Context: an optimization exercise on an open-source flow, tuned for small area and a short achievable clock period. The choices shown serve that exercise and are no tape-out recipe.
No run shown here included a check of the RTL's function; only the layout flow was run.
Power is estimated from default activity; no workload was simulated.

## flow/design.v (module list and top-level ports; edited modules follow where they fit)
// module game_top: 18901 lines
module game_top(clk, keypad_in, dip_in, adc_data_in, seg_com, seg_data, seg_single_data, led_out, f_led1, f_led2, f_led3, f_led4, lcd_rs, lcd_rw, lcd_en, lcd_data, servo_pwm, step_motor_phase, piezo_out, adc_cs_n, adc_sclk
, adc_din);
  // ...
==> flow/flow/run.sh <==
#!/bin/bash
# Layout flow: the standard ORFS flow (standard.sh, unchanged synthesis, floorplan,
# power grid, placement, CTS, routing), with three settings passed to make:
#  - port buffers are buf_2 cells;
#  - clock tree synthesis inserts no dummy loads;
#  - repair_timing aims for a setup slack of 22.5 ns at the design's 30 ns clock,
#    so that the paths that set the achieved period are sized and buffered.
# All tool output goes to flow_standard.log here (ORFS's per-step logs are in orfs/logs).
set -uo pipefail
bash standard.sh finish \
  "BUFFER_PORTS_ARGS=-buffer_cell sky130_fd_sc_hd__buf_2" \
  "CTS_ARGS=-sink_clustering_enable -repair_clock_nets -dont_use_dummy_load" \
  "SETUP_SLACK_MARGIN=22.5" > flow_standard.log 2>&1
==> flow/standard.sh <==
#!/bin/bash
# synth_recipe.tcl (not shown) runs the flow's synth.tcl, then flattens the netlist and writes it again
# the make line also repeats each setting of config.mk as NAME=value (left out here)
make -C /OpenROAD-flow-scripts/flow DESIGN_CONFIG=/design/flow/config.mk WORK_HOME=/design/flow/orfs CLKGATE_MAP_FILE= SYNTH_SCRIPT=/design/flow/synth_recipe.tcl "${@:-finish}"
==> flow/config.mk <==
export PLATFORM = sky130hd
export DESIGN_NAME = game_top
export DESIGN_NICKNAME = game_top
export VERILOG_FILES = /design/flow/design.v
export SDC_FILE = /design/flow/constraint.sdc
export NUM_CORES = 4
export LEC_CHECK = 0
export ABC_AREA = 1
export CAP_MARGIN = 20
export CORE_MARGIN = 2
export CORE_UTILIZATION = 40
export PLACE_DENSITY = 0.6
export SLEW_MARGIN = 20
==> flow/constraint.sdc <==
create_clock -name core_clock -period 30.0 [get_ports {clk}]
set_input_delay 6.0000 -clock core_clock [delete_from_list [all_inputs] [get_ports {clk}]]
set_output_delay 6.0000 -clock core_clock [all_outputs]
set_load 0.01 [all_outputs]
==> summary.txt, run 1 <==
Flow run
  – Maxcap violations: 0

Logic synthesis
  – Top cells by count, synth: inv_1, nand2_1, nor2_1
  – Most frequent cell after synthesis: inv_1
  – Post-Synth Adder-Cell Area: under 10%
  – Synth area leader: dfrtp_1
  – Syn Area/Cell: 8.33 um^2
  – Seq/Total Area, Yosys: 49.1%

Clock tree
  – Clock Pin Slew Worst Setup and Hold Paths: approximately 0.060 ns
  – CTS tree: yes

Timing
  – Unrepaired setup endpoints after global routing: no
  – Crit path time final: roughly 7.2 ns
  – Final period util: a little under a quarter
  – Max Slew Vio Count: 0
  – Fin. Hold Viols: 0
  – TNS Setup: 0 ns

Layout
  – Multi-input combinational area share: a little under two fifths
  – Seq_cells: ~440
  – Util after Layout: between 40% and 50%
  – Invs w/o clock: 515
  – Layout cells sized above 1: a little under an eighth

Power
  – Combinational share of power: about a tenth
  – Sw Share: between 20% and 30%
  – Sequential power: around 0.66 mW

Worst setup path
  – Top Family by Delay on Critical Path: flip-flops
  – WP data arrival: approximately 1.2 ns
  – Crit-path max FO: 2
  – Worst setup path endpoint: seg_com[5]
  – Worst R2R Setup Slack: roughly 24 ns
  – Buf/Inv on CP: 2

Min path
  – HP Class: register to register
  – Min-delay src: lf[9]
  – Worst hold path depth: 0

Placed design
  – Final GP Congestion: around 0.9
  – DP Wirelength: between 30000 and 40000 um

Drt
  – Metal2 WL: between 20000 and 25000 um
  – Met1 WL: 22900 um
  – WL/cell: 14.5 um

Global route
  – GRT Util Overall: between 10% and 20%
  – Grt total ovfl: 0
  – First-pass GRT wire length: ~84000 um

Run status
  – Outcome: timing/DRC/antenna clean

Die
  – Starting density of the core: between 40% and 50%
==> run 2, diff against run 1 <==
==> flow/flow/run.sh (replaced) <==
#!/bin/bash
# Layout flow: the standard ORFS flow (standard.sh, unchanged synthesis, floorplan,
# power grid, placement, CTS, routing), with three settings passed to make:
#  - port buffers are buf_2 cells;
#  - clock tree synthesis inserts no dummy loads;
#  - repair_timing aims for a setup slack of 23.1 ns at the design's 30 ns clock,
#    so that the paths that set the achieved period are sized and buffered.
# All tool output goes to flow_standard.log here (ORFS's per-step logs are in orfs/logs).
set -uo pipefail
bash standard.sh finish \
  "BUFFER_PORTS_ARGS=-buffer_cell sky130_fd_sc_hd__buf_2" \
  "CTS_ARGS=-sink_clustering_enable -repair_clock_nets -dont_use_dummy_load" \
  "SETUP_SLACK_MARGIN=23.1" > flow_standard.log 2>&1
==> run 2 against run 1 <==
- register-to-register slack better by 0.03 ns
- worst setup slack better by 0.023 ns
- first-iteration DRC count down 8.1%
- clock power about the same
- non-clock buffer count up 18
- wire length up 0.43%
- largest cell class unchanged
- count of clock-buffer cells in the layout unchanged
- still clean on timing, DRC and antenna
- maximum frequency up 0.32%
==> summary.txt, run 2 <==
Layout
  – Area growth, synth to finish: 12.0%
  – Layout cells sized above 1: 12.6% (+0.82 points)
  – Finished layout cell area: 25100 um^2
  – Most frequent cells in the layout: inv_1, nand2_1, nor2_1, dfrtp_1, o21ai_0
  – Sequential cell area: approximately 11000 um^2
  – Most common cell after layout, fill and taps aside: inv_1
  – Util after Layout: 45.4% (+0.52 points)
  – Final net count: about 2900
  – Ant diodes: 0
  – Post-route insts no fill: around 3500
  – FILL cells: between 5000 and 6000
  – Multi-input logic area: about 9200 um^2

Global route
  – GR Util met3: 2.49%
  – GRT Util Overall: 18.1% (+0.20 points)
  – Grt total ovfl: 0 (unchanged)
  – M1 GR Usage: between 20% and 30%
  – GRT busiest layer: met2
  – First-pass GRT wire length: 85200 um (+1.0%)
  – Met2 Resource Use GR: between 30% and 40%
  – Initial antenna violation count: 0
  – Largest net degree at the start of global routing: 95
  – Vias in the first global route: 17300

Die
  – Starting density of the core: 40.5% (unchanged)
  – Core Area: 55200 um^2
  – # IOs: 86
  – Die extent in x: around 240 um
  – Die height: 241 um
  – # rows: 86
  – Die area: roughly 58000 um^2

Drt
  – Vias: 17700
  – Pre-Repair DR Iteration Count: 5
  – Post-DRT Antenna Nets: 0
  – DRC violation count after routing: 0
  – Vias per Instance: 4.99
  – Total Wirelength: 51500 um
  – WL/cell: 14.5 um (about the same)
  – Initial drt markers: 1065

Logic synthesis
  – Syn Area/Cell: 8.33 um^2 (unchanged)
  – Seq/Total Area, Yosys: 49.1% (unchanged)
  – Synth Warn #: 1
  – Dominant cells by area after synthesis: dfrtp_1, edfxtp_1, inv_1
  – Top FF cell, synth: dfrtp_1
  – Distinct cells, synth: 82
  – Post-synth EDFFs: 60
  – Most frequent cell after synthesis: inv_1
  – Synth area leader: dfrtp_1
  – Flops & latches, synth: about 440
  – Share of the synthesized area in the top cell type: 31.0%
  – FFs w/ async S/R, synth: roughly 74%
  – Mapped Cells: between 2000 and 3000
  – Synthesized area: about 22000 um^2
  – Top cells by count, synth: inv_1, nand2_1, nor2_1

Power
  – Maximum vdd drop: 45.1 uV
  – LEAKAGE: approximately 12 nW
  – PD cells: between 50 and 60 nW/um^2

Worst setup path
  – CP Class: register to output port
  – WP data required: between 20 and 25 ns
  – Crit start category: register
  – Crit-path max FO: 3 (+1)
  – WP data arrival: 1.16 ns (-0.02 ns)
  – CP Capture Type: output port

Timing
  – Clock skew: roughly 0.038 ns
  – Rel. slew slack: between 30% and 40%
  – Count of final setup violators: 0
  – TNS Setup: 0 ns (unchanged)
  – Final period util: 23.9% (-0.075 points)
  – Fmax: 0.140 GHz
  – Max Slew Vio Count: 0 (unchanged)
  – Final hold slack: 0.339 ns
  – Fin. Hold Viols: 0 (unchanged)
  – Unrepaired setup endpoints after global routing: yes
  – Slew @ Worst Pin: about 1.0 ns
  – Crit path time final: 7.16 ns (-0.0225 ns)

Clock tree
  – H-tree levels: 2
  – TritonCTS Buffers: 49
  – CTS sink cnt: 435
  – Clock Pin Slew Worst Setup and Hold Paths: 0.06 ns (about the same)
  – CTS tree: yes
  – CTS Root Cell: clkbuf_16
  – Latest clock arrival within the worst-skew pair: 0.60 ns
  – Longest Clk Path Bufs: 3

Min path
  – HP Class: register to register

Run status
  – Outcome: timing/DRC/antenna clean

Placed design
  – DP Wirelength: 38200 um (unchanged)
  – Dpl cells: roughly 3500
  – # port buffers: 82
  – DP Area: ~24000 um^2
  – Final GP Congestion: 0.924 (unchanged)

Flow run
  – Maxcap violations: 0 (unchanged)
[run 2: layout make-up]
class / instances / area share [%]
repair buffers: 106 / 3.17
clock buffers: 49 / 4.89
multi-input cells: 1692 / 36.6
well taps: 748 / 3.73
inverters: 515 / 7.74
flip-flops and latches: 435 / 43.8
[run 2: critical path: stages (launching register included)]
cell	delay, ns
dfrtp_1	0.39
inv_1	0.05
buf_2	0.12
[run 2: where the power goes]
part	internal (mW)	switching, mW	total, mW	leakage, nW
clock network	0.284	0.217	0.501	0.604
logic	0.0469	0.0823	0.129	6.29
registers	0.627	0.0301	0.658	5.16
total	0.959	0.329	1.29	12.1
[run 2: cells by family after synthesis]
| family | synth area share (%) |
|---|---|
| and+or+nand+nor | 22.0 |
| buffers and inverters | 9.90 |
| AOI/OAI and AO/OA | 12.5 |
| DFF | 49.1 |
| xor gates and xnor gates | 2.62 |
| adders and majority gates | 3.60 |
| muxes | 0.240 |
| other | 0.0168 |
[run 2: stage by stage]
| stage | setup slack, ns | total power, mW |
|---|---|---|
| floorplan | 23.39 | 0.757 |
| global placement | 21.67 | 0.787 |
| detailed placement | 21.64 | 0.796 |
| CTS | 22.81 | 1.31 |
| global route | 22.77 | 1.35 |
| finish | 22.84 | 1.29 |
[run 2: final timing paths]
| kind | from | to | slack, ns | cells after the start |
|---|---|---|---|---|
| worst max register to register | register | register | 24.46 | 29 |
| min in group asynchronous | keypad_in[8] | cB | 5.38 | 1 |
| worst min-delay path | lf[9] | lf[10] | 0.34 | 0 |
| worst max-delay path | sdig_reg[2] | seg_com[2] | 22.84 | 2 |
| max in group asynchronous | keypad_in[8] | fch[0] | 23.37 | 3 |
| worst min register to register | lf[9] | lf[10] | 0.34 | 0 |
[run 2: what timing repair did]
action,4_1_cts,5_1_grt
setup endpoints to repair,132,129
buffers inserted,13,5
gates cloned,1,0
hold buffers,0,0
resized for setup,18,15
[run 2: per-layer routing]
layer | vias to the layer above | part of all wire (%)
met3 | 116 | 3.7
met4 | 0 | 4.0
li1 | 8884 | -
met5 | - | 0
met1 | 8338 | 45
met2 | 341 | 47

==> port drivers added, routing unchanged <==
No port has a modelled driver above. Below, the same layouts with a new extraction and two added sets of constraints.
Step 1 sets driving cells, clkbuf_16 on the clock port and buf_2 on the other inputs (assumed; they add their load-dependent delay and slew).
Step 2 also shifts input and output timing later by t, the mid clock arrival at the registers, as if the neighbouring blocks saw the same clock.
Slacks: ideal / step 1 / step 2; pairs: ideal / step 1.
run	t, ns	slack for setup (ns)	latest minus earliest clock arrival (ns)
run 1	0.626	22.822 / 22.766 / 22.386	0.054 / 0.054
run 2	0.625	22.845 / 22.789 / 22.740	0.055 / 0.055
After both steps every run listed still meets setup and hold. The setup slack of run 1, which loses most, moves by -0.056 ns with the drivers and by -0.436 ns with both steps. Setup slack includes reset recovery checks.
